This is an optimization exercise on Yosys and OpenROAD, whose aim is small area and a short achievable clock period, not a production implementation. At most, simulation tests tie the RTL to the original design; equivalence was not proved. Power and IR drop assume default switching activity.

Design fp_adder_16_bit, start of the top module:
module fp_adder_16_bit (
    input clock,
    input reset,
    input in_valid,
    input [15:0] operand_a,
    input [15:0] operand_b,
    input final_operation,
    output reg out_valid,
    output reg [15:0] result,
    output reg overflow_flag,
    output reg underflow_flag,
    output reg zero_flag,
    output reg infinity_flag,
    output reg NaN_flag
);
For scale: about 180 flip-flops, ~58 I/O pins, about 7400 sq um of cells after synthesis.
make LEC_CHECK=0 ABC_AREA=1 CAP_MARGIN=20 CORE_MARGIN=2 CORE_UTILIZATION=40 CTS_BUF_LIST=sky130_fd_sc_hd__clkbuf_8 CTS_CLUSTER_SIZE=40 SETUP_SLACK_MARGIN=1.8 SLEW_MARGIN=20 finish   # period 3.5 ns
run.sh (not shown) runs the stock make flow with config.mk's settings and CLKGATE_MAP_FILE= SYNTH_SCRIPT=/design/flow/synth_recipe.tcl, a recipe that flattens the netlist after the stock synthesis.
==> next run, changes <==
--- a/flow/config.mk
+++ b/flow/config.mk
@@ -6,5 +6,4 @@
 export NUM_CORES = 4
 export LEC_CHECK = 0
-export ABC_AREA = 1
 export CAP_MARGIN = 20
 export CORE_MARGIN = 2
@@ -12,4 +11,4 @@
 export CTS_BUF_LIST = sky130_fd_sc_hd__clkbuf_8
 export CTS_CLUSTER_SIZE = 40
-export SETUP_SLACK_MARGIN = 1.8
+export SETUP_SLACK_MARGIN = 1.5
 export SLEW_MARGIN = 20
What happened: Power came out lower slightly. Worst setup slack is worse by 270 ps. Cell count fell by about a fifth. Hold slack gets worse by 9.1 ps. Count of clock-buffer cells in the layout does not change. Maximum frequency came out lower by roughly a tenth. Utilization came out lower by 1.0 points. First-iteration DRC count is higher by about a fifth. Global-route usage came out higher by 0.82 points. Routed wire length rises by a few percent.
No functional check of the RTL was part of any run of this note.

* * *

Another version of the RTL of fp_adder_16_bit (not shown whole).
Size in the first run: roughly 680 cells after synthesis, ~150 flip-flops, ~6700 um2 of cells after synthesis.
## fp_adder_16_bit
module fp_adder_16_bit (
    input clock,
    input reset,
    input in_valid,
    input [15:0] operand_a,
    input [15:0] operand_b,
    input final_operation,
    output reg out_valid,
    output reg [15:0] result,
    output reg overflow_flag,
    output reg underflow_flag,
    output reg zero_flag,
    output reg infinity_flag,
    output reg NaN_flag
);
    localparam S1 = 1;    
    localparam S2 = 1;    
    localparam S3 = 1;    
    localparam S4 = 1;    
    wire        sa = operand_a[15], sb = operand_b[15];
    wire [4:0]  ea = operand_a[14:10], eb = operand_b[14:10];
    wire [9:0]  fa = operand_a[9:0],  fb = operand_b[9:0];
    wire        ha = |fa, hb = |fb;
    wire [10:0] ma = {ha, fa}, mb = {hb, fb};
    wire ea_max = &ea, eb_max = &eb;
    wire zero_c = ~ha & ~hb;
    wire inf_c  = (ea_max & ~ha) | (eb_max & ~hb);
    wire nan_c  = (ea_max & ha) | (eb_max & hb);
    wire [5:0]  ediff = {1'b0, ea} - {1'b0, eb};      
    wire        e_eq  = (ea == eb);
    wire        f_lt  = (fa < fb);
    wire        bsel  = e_eq ? f_lt : ediff[5];
    wire        sign  = bsel ? sb : sa;
    wire [4:0]  bexp  = ediff[5] ? eb : ea;
    wire [10:0] big   = bsel ? mb : ma;
    wire [10:0] lil   = bsel ? ma : mb;
    wire        flush = ediff[5] | (ediff[4:0] > 5'd11);
    wire [3:0]  sh    = ediff[3:0];
    wire        op    = final_operation ^ sa ^ sb;
    wire [10:0] big_1, lil_1;
    wire [4:0]  bexp_1;
    wire [3:0]  sh_1;
    wire        flush_1, sign_1, op_1, fop_1, zero_1, inf_1, nan_1, v_1;
    pipe_stage #(.W(38), .EN(S1)) r1 (clock,
        {big, lil, bexp, sh, flush, sign, op, final_operation, zero_c, inf_c, nan_c},
        {big_1, lil_1, bexp_1, sh_1, flush_1, sign_1, op_1, fop_1, zero_1, inf_1, nan_1});
    valid_stage #(.EN(S1)) rv1 (clock, reset, in_valid, v_1);
    wire [13:0] lx    = {lil_1, 3'b000};
    wire [13:0] shx   = lx >> sh_1;
    wire [13:0] smask = ~(14'h3fff << (sh_1 + 4'd2));    
    wire        stk   = |(lx & smask);
    wire [13:0] al    = flush_1 ? {13'd0, |lil_1} : {shx[13:1], stk};
    wire [10:0] big_2;
    wire [13:0] al_2;
    wire [4:0]  bexp_2;
    wire        sign_2, op_2, fop_2, zero_2, inf_2, nan_2, v_2;
    pipe_stage #(.W(36), .EN(S2)) r2 (clock,
        {big_1, al, bexp_1, sign_1, op_1, fop_1, zero_1, inf_1, nan_1},
  ...
Settings: LEC_CHECK=0, CAP_MARGIN=20, CORE_MARGIN=2, CORE_UTILIZATION=40, SETUP_SLACK_MARGIN=2.0, SLEW_MARGIN=20; clock period 3.5 ns.
The baseline completed with no timing, DRC or antenna violations.
Then changed:
Settings changed: SETUP_SLACK_MARGIN 2.0 to 1.0.
Effect: The new run finished clean; register-to-register slack degrades by 0.05 ns; maximum frequency decreases by about 1.9%; synthesized cell count stays the same; cell area goes down by about 12%; final cell count drops by 4.7%; sequential share of layout area climbs by 3.8 points; critical path depth rises by 1.

* * *

## wip/yarrow
fp_adder_16_bit, a different RTL version from the one above (not shown whole).
For scale: roughly 630 cells after synthesis, ~160 flip-flops, roughly 58 I/O pins, about 6500 um2 of cells after synthesis.
Design fp_adder_16_bit, start of the top module:
module fp_adder_16_bit (
    input clock,
    input reset,
    input in_valid,
    input [15:0] operand_a,
    input [15:0] operand_b,
    input final_operation,
    output reg out_valid,
    output reg [15:0] result,
    output reg overflow_flag,
    output reg underflow_flag,
    output reg zero_flag,
    output reg infinity_flag,
    output reg NaN_flag
);
    localparam S1 = 1;    
    localparam S2 = 1;    
    localparam S3 = 1;    
    localparam S4 = 1;    
    localparam S5 = 1;    
    wire        sa = operand_a[15], sb = operand_b[15];
    wire [4:0]  ea = operand_a[14:10], eb = operand_b[14:10];
    wire [9:0]  fa = operand_a[9:0],  fb = operand_b[9:0];
    wire        ha = |fa, hb = |fb;
    wire ea_max = &ea, eb_max = &eb;
    wire inf_c  = (ea_max & ~ha) | (eb_max & ~hb);
    wire nan_c  = (ea_max & ha) | (eb_max & hb);
    wire [5:0]  ediff = {1'b0, ea} - {1'b0, eb};      
    wire        e_lt  = ediff[5];
    wire        e_eq  = (ea == eb);
    wire        f_lt  = (fa < fb);
    wire [4:0]  bexp  = e_lt ? eb : ea;
    wire        flush = e_lt | (ediff[4:0] > 5'd11);
    wire [3:0]  sh    = ediff[3:0];
    wire [9:0]  fa_1, fb_1;
    wire        ha_1, hb_1, sa_1, sb_1, e_lt_1, e_eq_1, f_lt_1;
    wire [4:0]  bexp_1;
    wire [3:0]  sh_1;
    wire        flush_1, fop_1, inf_1, nan_1, v_1;
    pipe_stage #(.W(40), .EN(S1)) r1 (clock,
        {fa, fb, ha, hb, sa, sb, e_lt, e_eq, f_lt, bexp, sh, flush, final_operation, inf_c, nan_c},
        {fa_1, fb_1, ha_1, hb_1, sa_1, sb_1, e_lt_1, e_eq_1, f_lt_1, bexp_1, sh_1, flush_1, fop_1, inf_1, nan_1});
    valid_stage #(.EN(S1)) rv1 (clock, reset, in_valid, v_1);
    wire [10:0] ma_1  = {ha_1, fa_1}, mb_1 = {hb_1, fb_1};
    wire        op_1   = fop_1 ^ sa_1 ^ sb_1;
    wire        zero_1 = ~ha_1 & ~hb_1;
    wire        bsel  = e_eq_1 ? f_lt_1 : e_lt_1;
    wire        sign_1 = bsel ? sb_1 : sa_1;
    wire [10:0] big_1 = bsel ? mb_1 : ma_1;
    wire [13:0] lx    = {mb_1, 3'b000};
    wire [13:0] shx   = lx >> sh_1;
    wire [13:0] smask = ~(14'h3fff << (sh_1 + 4'd2));    
  ...
==> flow/config.mk <==
export PLATFORM = sky130hd
export DESIGN_NAME = fp_adder_16_bit
export DESIGN_NICKNAME = fp_adder_16_bit
export VERILOG_FILES = /design/flow/design.v
export SDC_FILE = /design/flow/constraint.sdc
export NUM_CORES = 4
export LEC_CHECK = 0
export CAP_MARGIN = 20
export CORE_MARGIN = 2
export CORE_UTILIZATION = 40
export CTS_BUF_LIST = sky130_fd_sc_hd__clkbuf_8
export CTS_CLUSTER_SIZE = 40
export SETUP_SLACK_MARGIN = 1.5
export SLEW_MARGIN = 20
==> flow/constraint.sdc <==
create_clock -name core_clock -period 3.5 [get_ports {clock}]
set_input_delay 0.7000 -clock core_clock [delete_from_list [all_inputs] [get_ports {clock}]]
set_output_delay 0.7000 -clock core_clock [all_outputs]
set_load 0.01 [all_outputs]
The following lists how wip/fjord was set up differently from wip/yarrow:
-- flow/config.mk --
<<< wip/yarrow, line 13
export SETUP_SLACK_MARGIN = 1.5
>>> wip/fjord, line 13
export SETUP_SLACK_MARGIN = 1.3
[summary]
wip/fjord vs. wip/yarrow: area of all placed cells without fillers now sits lower; placer's final routability congestion estimate now sits higher; worst path setup slack after routing now sits higher. Comparing wip/yarrow and wip/fjord, the lower total power was measured on wip/fjord. For wip/yarrow, the worst setup path endpoint was r5.g_reg.r[11], unlike wip/fjord, where it was r5.g_reg.r[14]. Comparing wip/yarrow with wip/fjord, the power consumed by the clock network came out essentially unchanged.
No run of this note included a check of the RTL's function; only the layout flow was run.

* * *

The RTL this note starts from:
==> flow/design.v <==
module pipe_stage #(parameter W = 1, parameter EN = 1) (
    input clock,
    input [W-1:0] d,
    output [W-1:0] q
);
    generate if (EN) begin : g_reg
        reg [W-1:0] r;
        always @(posedge clock) r <= d;
        assign q = r;
    end else begin : g_wire
        assign q = d;
    end endgenerate
endmodule
module valid_stage #(parameter EN = 1) (
    input clock,
    input reset,
    input d,
    output q
);
    generate if (EN) begin : g_reg
        reg r;
        always @(posedge clock or posedge reset)
            if (reset) r <= 1'b0;
            else       r <= d;
        assign q = r;
    end else begin : g_wire
        assign q = d;
    end endgenerate
endmodule
module fp_adder_16_bit (
    input clock,
    input reset,
    input in_valid,
    input [15:0] operand_a,
    input [15:0] operand_b,
    input final_operation,
    output reg out_valid,
    output reg [15:0] result,
    output reg overflow_flag,
    output reg underflow_flag,
    output reg zero_flag,
    output reg infinity_flag,
    output reg NaN_flag
);
    localparam S1 = 1;    
    localparam S2 = 1;    
    localparam S3 = 1;    
    localparam S4 = 1;    
    localparam S5 = 1;    
    wire        sa = operand_a[15], sb = operand_b[15];
    wire [4:0]  ea = operand_a[14:10], eb = operand_b[14:10];
    wire [9:0]  fa = operand_a[9:0],  fb = operand_b[9:0];
    wire        ha = |fa, hb = |fb;
    wire ea_max = &ea, eb_max = &eb;
    wire inf_c  = (ea_max & ~ha) | (eb_max & ~hb);
    wire nan_c  = (ea_max & ha) | (eb_max & hb);
    wire [5:0]  ediff = {1'b0, ea} - {1'b0, eb};      
    wire        e_lt  = ediff[5];
    wire        e_eq  = (ea == eb);
    wire        f_lt  = (fa < fb);
    wire [4:0]  bexp  = e_lt ? eb : ea;
    wire        flush = e_lt | (ediff[4:0] > 5'd11);
    wire [3:0]  sh    = ediff[3:0];
    wire [9:0]  fa_1, fb_1;
    wire        ha_1, hb_1, sa_1, sb_1, e_lt_1, e_eq_1, f_lt_1;
    wire [4:0]  bexp_1;
    wire [3:0]  sh_1;
    wire        flush_1, fop_1, inf_1, nan_1, v_1;
    pipe_stage #(.W(40), .EN(S1)) r1 (clock,
        {fa, fb, ha, hb, sa, sb, e_lt, e_eq, f_lt, bexp, sh, flush, final_operation, inf_c, nan_c},
        {fa_1, fb_1, ha_1, hb_1, sa_1, sb_1, e_lt_1, e_eq_1, f_lt_1, bexp_1, sh_1, flush_1, fop_1, inf_1, nan_1});
    valid_stage #(.EN(S1)) rv1 (clock, reset, in_valid, v_1);
    wire [10:0] ma_1  = {ha_1, fa_1}, mb_1 = {hb_1, fb_1};
    wire        op_1   = fop_1 ^ sa_1 ^ sb_1;
    wire        zero_1 = ~ha_1 & ~hb_1;
    wire        bsel  = e_eq_1 ? f_lt_1 : e_lt_1;
    wire        sign_1 = bsel ? sb_1 : sa_1;
    wire [10:0] big_1 = bsel ? mb_1 : ma_1;
    wire [13:0] lx    = {mb_1, 3'b000};
    wire [13:0] shx   = lx >> sh_1;
    wire [10:0] por;
    genvar q;
    generate for (q = 0; q < 11; q = q + 1) begin : g_por
        assign por[q] = |mb_1[q:0];
    end endgenerate
    wire [15:0] stk_sel = {3'b000, por, 2'b00};     
    wire [15:0] nz_sel  = {4'b0000, por, 1'b0};     
    wire        stk   = stk_sel[sh_1];
    wire        nz_lo = nz_sel[sh_1];
    wire        fstk  = e_lt_1 ? ha_1 : hb_1;
    wire [13:0] al    = flush_1 ? {13'd0, fstk} :
                        (e_eq_1 & f_lt_1) ? {ma_1, 3'b000} : {shx[13:1], stk};
    wire        z3    = flush_1 ? ~fstk : (e_eq_1 & f_lt_1) ? 1'b1 : ~nz_lo;
    wire        c3    = op_1 & z3;
    wire [13:0] ax    = al ^ {14{op_1}};
    wire        keep  = ~op_1 & ~fop_1;              
    wire [10:0] big_2, axh_2;
    wire [2:0]  al_lo_2;
    wire [4:0]  bexp_2;
    wire        c3_2, op_2, keep_2, sign_2, zero_2, inf_2, nan_2, v_2;
    pipe_stage #(.W(37), .EN(S2)) r2 (clock,
        {big_1, ax[13:3], al[2:0], c3, op_1, keep, bexp_1, sign_1, zero_1, inf_1, nan_1},
        {big_2, axh_2, al_lo_2, c3_2, op_2, keep_2, bexp_2, sign_2, zero_2, inf_2, nan_2});
    valid_stage #(.EN(S2)) rv2 (clock, reset, v_1, v_2);
    wire [11:0] g0 = {big_2 & axh_2, c3_2};
    wire [11:0] p0 = {big_2 ^ axh_2, 1'b0};
    wire [11:0] g1, p1, g2, p2, g3, p3, g4;
    genvar j;
    generate for (j = 0; j < 12; j = j + 1) begin : g_ks
        if (j >= 1) begin : l1
            assign g1[j] = g0[j] | (p0[j] & g0[j-1]);
            assign p1[j] = p0[j] & p0[j-1];
        end else begin : n1
            assign g1[j] = g0[j];
            assign p1[j] = p0[j];
        end
        if (j >= 2) begin : l2
            assign g2[j] = g1[j] | (p1[j] & g1[j-2]);
            assign p2[j] = p1[j] & p1[j-2];
        end else begin : n2
            assign g2[j] = g1[j];
            assign p2[j] = p1[j];
        end
        if (j >= 4) begin : l3
            assign g3[j] = g2[j] | (p2[j] & g2[j-4]);
            assign p3[j] = p2[j] & p2[j-4];
        end else begin : n3
            assign g3[j] = g2[j];
            assign p3[j] = p2[j];
        end
        if (j >= 8) begin : l4
            assign g4[j] = g3[j] | (p3[j] & g3[j-8]);
        end else begin : n4
            assign g4[j] = g3[j];
        end
    end endgenerate
    wire [11:0] hi   = {g4[11], p0[11:1] ^ g4[10:0]};
    wire [2:0]  r_lo = op_2 ? (3'd0 - al_lo_2) : al_lo_2;
    wire        as_  = hi[11] & keep_2;
    wire [13:0] R    = {hi[10:0], r_lo};
    wire [13:0] R_3;
    wire [4:0]  bexp_3;
    wire        as_3, sign_3, zero_3, inf_3, nan_3, v_3;
    pipe_stage #(.W(24), .EN(S3)) r3 (clock,
        {R, as_, bexp_2, sign_2, zero_2, inf_2, nan_2},
        {R_3, as_3, bexp_3, sign_3, zero_3, inf_3, nan_3});
    valid_stage #(.EN(S3)) rv3 (clock, reset, v_2, v_3);
    wire [14:0] T = {as_3, R_3};
    reg  [3:0]  s;
    integer i;
    always @(*) begin
        s = 4'd1;
        for (i = 0; i < 14; i = i + 1)
            if (R_3[i]) s = 4'd14 - i;
        if (as_3) s = 4'd0;
    end
    wire [14:0] tsh = T << {s[3:2], 2'b00};          
    wire [13:0] tsh_4;
    wire [3:0]  s_4;
    wire [4:0]  bexp_4;
    wire        sign_4, zero_4, inf_4, nan_4, v_4;
    pipe_stage #(.W(27), .EN(S4)) r4 (clock,
        {tsh[13:0], s, bexp_3, sign_3, zero_3, inf_3, nan_3},
        {tsh_4, s_4, bexp_4, sign_4, zero_4, inf_4, nan_4});
    valid_stage #(.EN(S4)) rv4 (clock, reset, v_3, v_4);
    wire [13:0] fsh = tsh_4 << s_4[1:0];
    wire [12:0] nm_4 = fsh[13:1];
    wire [4:0]  ne  = bexp_4 + 5'd1 - {1'b0, s_4};
    wire [9:0]  M   = nm_4[12:3];
    wire        inc = nm_4[2] & (nm_4[1] | nm_4[0] | nm_4[3]);
    wire [9:0]  pre;
    genvar k;
    generate for (k = 0; k < 10; k = k + 1) begin : g_pre
        if (k == 0) begin : g0
            assign pre[k] = 1'b1;
        end else begin : gk
            assign pre[k] = &M[k-1:0];
        end
    end endgenerate
    wire [9:0]  mr  = M ^ (pre & {10{inc}});
    wire        m_all1 = &M;
    wire        m_zero = ~|M;
    wire        m_1ff  = (M == 10'h1ff);
    wire        m_200  = (M == 10'h200);
    wire        wr  = inc ? m_1ff : m_200;           
    wire        mrz = inc ? m_all1 : m_zero;         
    wire [9:0]  mr_5;
    wire [4:0]  ne0;
    wire        wr_5, mrz_5, sign_5, zero_5, inf_5, nan_5, v_5;
    pipe_stage #(.W(21), .EN(S5)) r5 (clock,
        {mr, wr, mrz, ne, sign_4, zero_4, inf_4, nan_4},
        {mr_5, wr_5, mrz_5, ne0, sign_5, zero_5, inf_5, nan_5});
    valid_stage #(.EN(S5)) rv5 (clock, reset, v_4, v_5);
    wire [4:0]  ne1 = ne0 + 5'd1;
    wire        ovf = wr_5 ? (ne0 == 5'd30) : (ne0 == 5'd31);
    wire        unf = (ne0 == 5'd0) & mrz_5;
    wire [4:0]  ex  = wr_5 ? ne1 : ne0;
    wire [9:0]  mo  = ovf ? 10'd0 : wr_5 ? 10'd1 : mr_5;
    wire [4:0]  xo  = (inf_5 | nan_5) ? 5'h1f : ex;
    wire [9:0]  fo  = inf_5 ? 10'd0 : nan_5 ? 10'h3ff : mo;
    always @(posedge clock) begin
        result         <= {sign_5, xo, fo};
        overflow_flag  <= ovf;
        underflow_flag <= unf;
        zero_flag      <= zero_5;
        infinity_flag  <= inf_5;
        NaN_flag       <= nan_5;
    end
    always @(posedge clock or posedge reset)
        if (reset) out_valid <= 1'b0;
        else       out_valid <= v_5;
endmodule
clock: 3.5 ns
lec_check: 0
cap_margin: 20
core_margin: 2
core_utilization: 40
cts_buf_list: sky130_fd_sc_hd__clkbuf_16
cts_cluster_diameter: 300
cts_cluster_size: 80
setup_slack_margin: 1.5
slew_margin: 20
Next try:
CTS_BUF_LIST = sky130_fd_sc_hd__clkbuf_8   (was sky130_fd_sc_hd__clkbuf_16)
CTS_CLUSTER_DIAMETER = default   (was 300)
CTS_CLUSTER_SIZE = 40   (was 80)
Outcome: Power went down by 7.9%. Fmax came out higher by 1.0%. Non-clock buffer count goes up by 5. Register-to-register slack is better by 0.02 ns. Worst setup slack gains 0.021 ns. Via count falls by 0.47%. Core utilization drops by 1.4 points. Combinational power falls by about 3%. Count of clock-buffer cells in the layout does not change.
Next try:
ABC_AREA = 1   (was default)
SETUP_SLACK_MARGIN = 1.7   (was 1.5)
Effect:
- The new run went through all stages and came out clean
- area after synthesis climbs by 1.2%
- critical path depth stays the same
- final area goes up by 0.83%
- routed wire length goes up by 3.0%
- sequential cell count does not change
- power came out higher by 4.4%
- first-iteration DRC count came out higher by 100%
- fmax grows by 12%
Next try:
SETUP_SLACK_MARGIN = 1.9   (was 1.7)
Outcome: Design area came out higher by 5.7%. Routed wire length came out higher by 4.5%. Sequential power is about the same. Fmax came out higher by about 7%. Count of clock-buffer cells in the layout stays the same. Via count came out higher by 3.2%. Global-route usage came out higher by 0.41 points. Power came out higher by about 7%. Clock power is about the same.
Next try:
SETUP_SLACK_MARGIN = 2.0   (was 1.9)
After rerunning: Wire length is higher by 9.3%. Critical path depth is higher by 8. Die area does not change. Setup slack gets worse by 0.0093 ns. Sequential power is higher by about 2%. Sequential cell count is unchanged.

separate check: timing with driven ports:
No port has a modelled driver above. Below, the same layouts with a new extraction and two added sets of constraints.
Step 1 (the two cells are an assumption about what drives the block):
set clk [get_ports {clock}]
set_driving_cell -lib_cell sky130_fd_sc_hd__clkbuf_16 $clk
set_driving_cell -lib_cell sky130_fd_sc_hd__buf_2 [delete_from_list [all_inputs] $clk]
Step 2, shift: input delay + t, output delay - t, t = (earliest + latest rising clock arrival at the registers) / 2. This alone moves slack from input paths to output paths.
Three values: ideal, step 1, step 2; two values: the first two.
run | shift t [ns] | setup WS [ns] | worst hold slack (ns) | worst setup path at the end | worst data-port slew with drivers (ns)
the first run of note 1 | 0.490 | 1.778 / 1.778 / 1.349 | 0.332 / 0.332 / 0.332 | input to register | 0.04
the second run of note 1 | 0.491 | 1.504 / 1.504 / 1.067 | 0.323 / 0.323 / 0.323 | input to register | 0.04
the first run of note 2 | 0.464 | 1.049 / 1.049 / 0.690 | 0.326 / 0.326 / 0.326 | input to register | 0.06
the second run of note 2 | 0.460 | 1.003 / 1.003 / 0.593 | 0.328 / 0.328 / 0.328 | input to register | 0.03
wip/yarrow | 0.474 | 0.909 / 0.909 / 0.909 | 0.330 / 0.330 / 0.330 | register to register | 0.03
wip/fjord | 0.475 | 0.920 / 0.920 / 0.904 | 0.327 / 0.327 / 0.327 | input to register | 0.04
the first run of note 4 | 0.463 | 1.488 / 1.488 / 1.108 | 0.327 / 0.327 / 0.327 | input to register | 0.04
the second run of note 4 | 0.475 | 1.509 / 1.509 / 1.064 | 0.332 / 0.332 / 0.332 | input to register | 0.04
the third run of note 4 | 0.502 | 1.720 / 1.712 / 1.257 | 0.326 / 0.326 / 0.326 | input to register | 0.04
the fourth run of note 4 | 0.486 | 1.839 / 1.801 / 1.398 | 0.329 / 0.329 / 0.329 | input to register | 0.04
the fifth run of note 4 | 0.487 | 1.829 / 1.803 / 1.401 | 0.332 / 0.332 / 0.332 | input to register | 0.06
After both steps setup and hold are still met in every run listed. For the third run of note 4, which loses most, drivers alone change the setup slack by -0.008 ns; drivers and shift together by -0.463 ns.
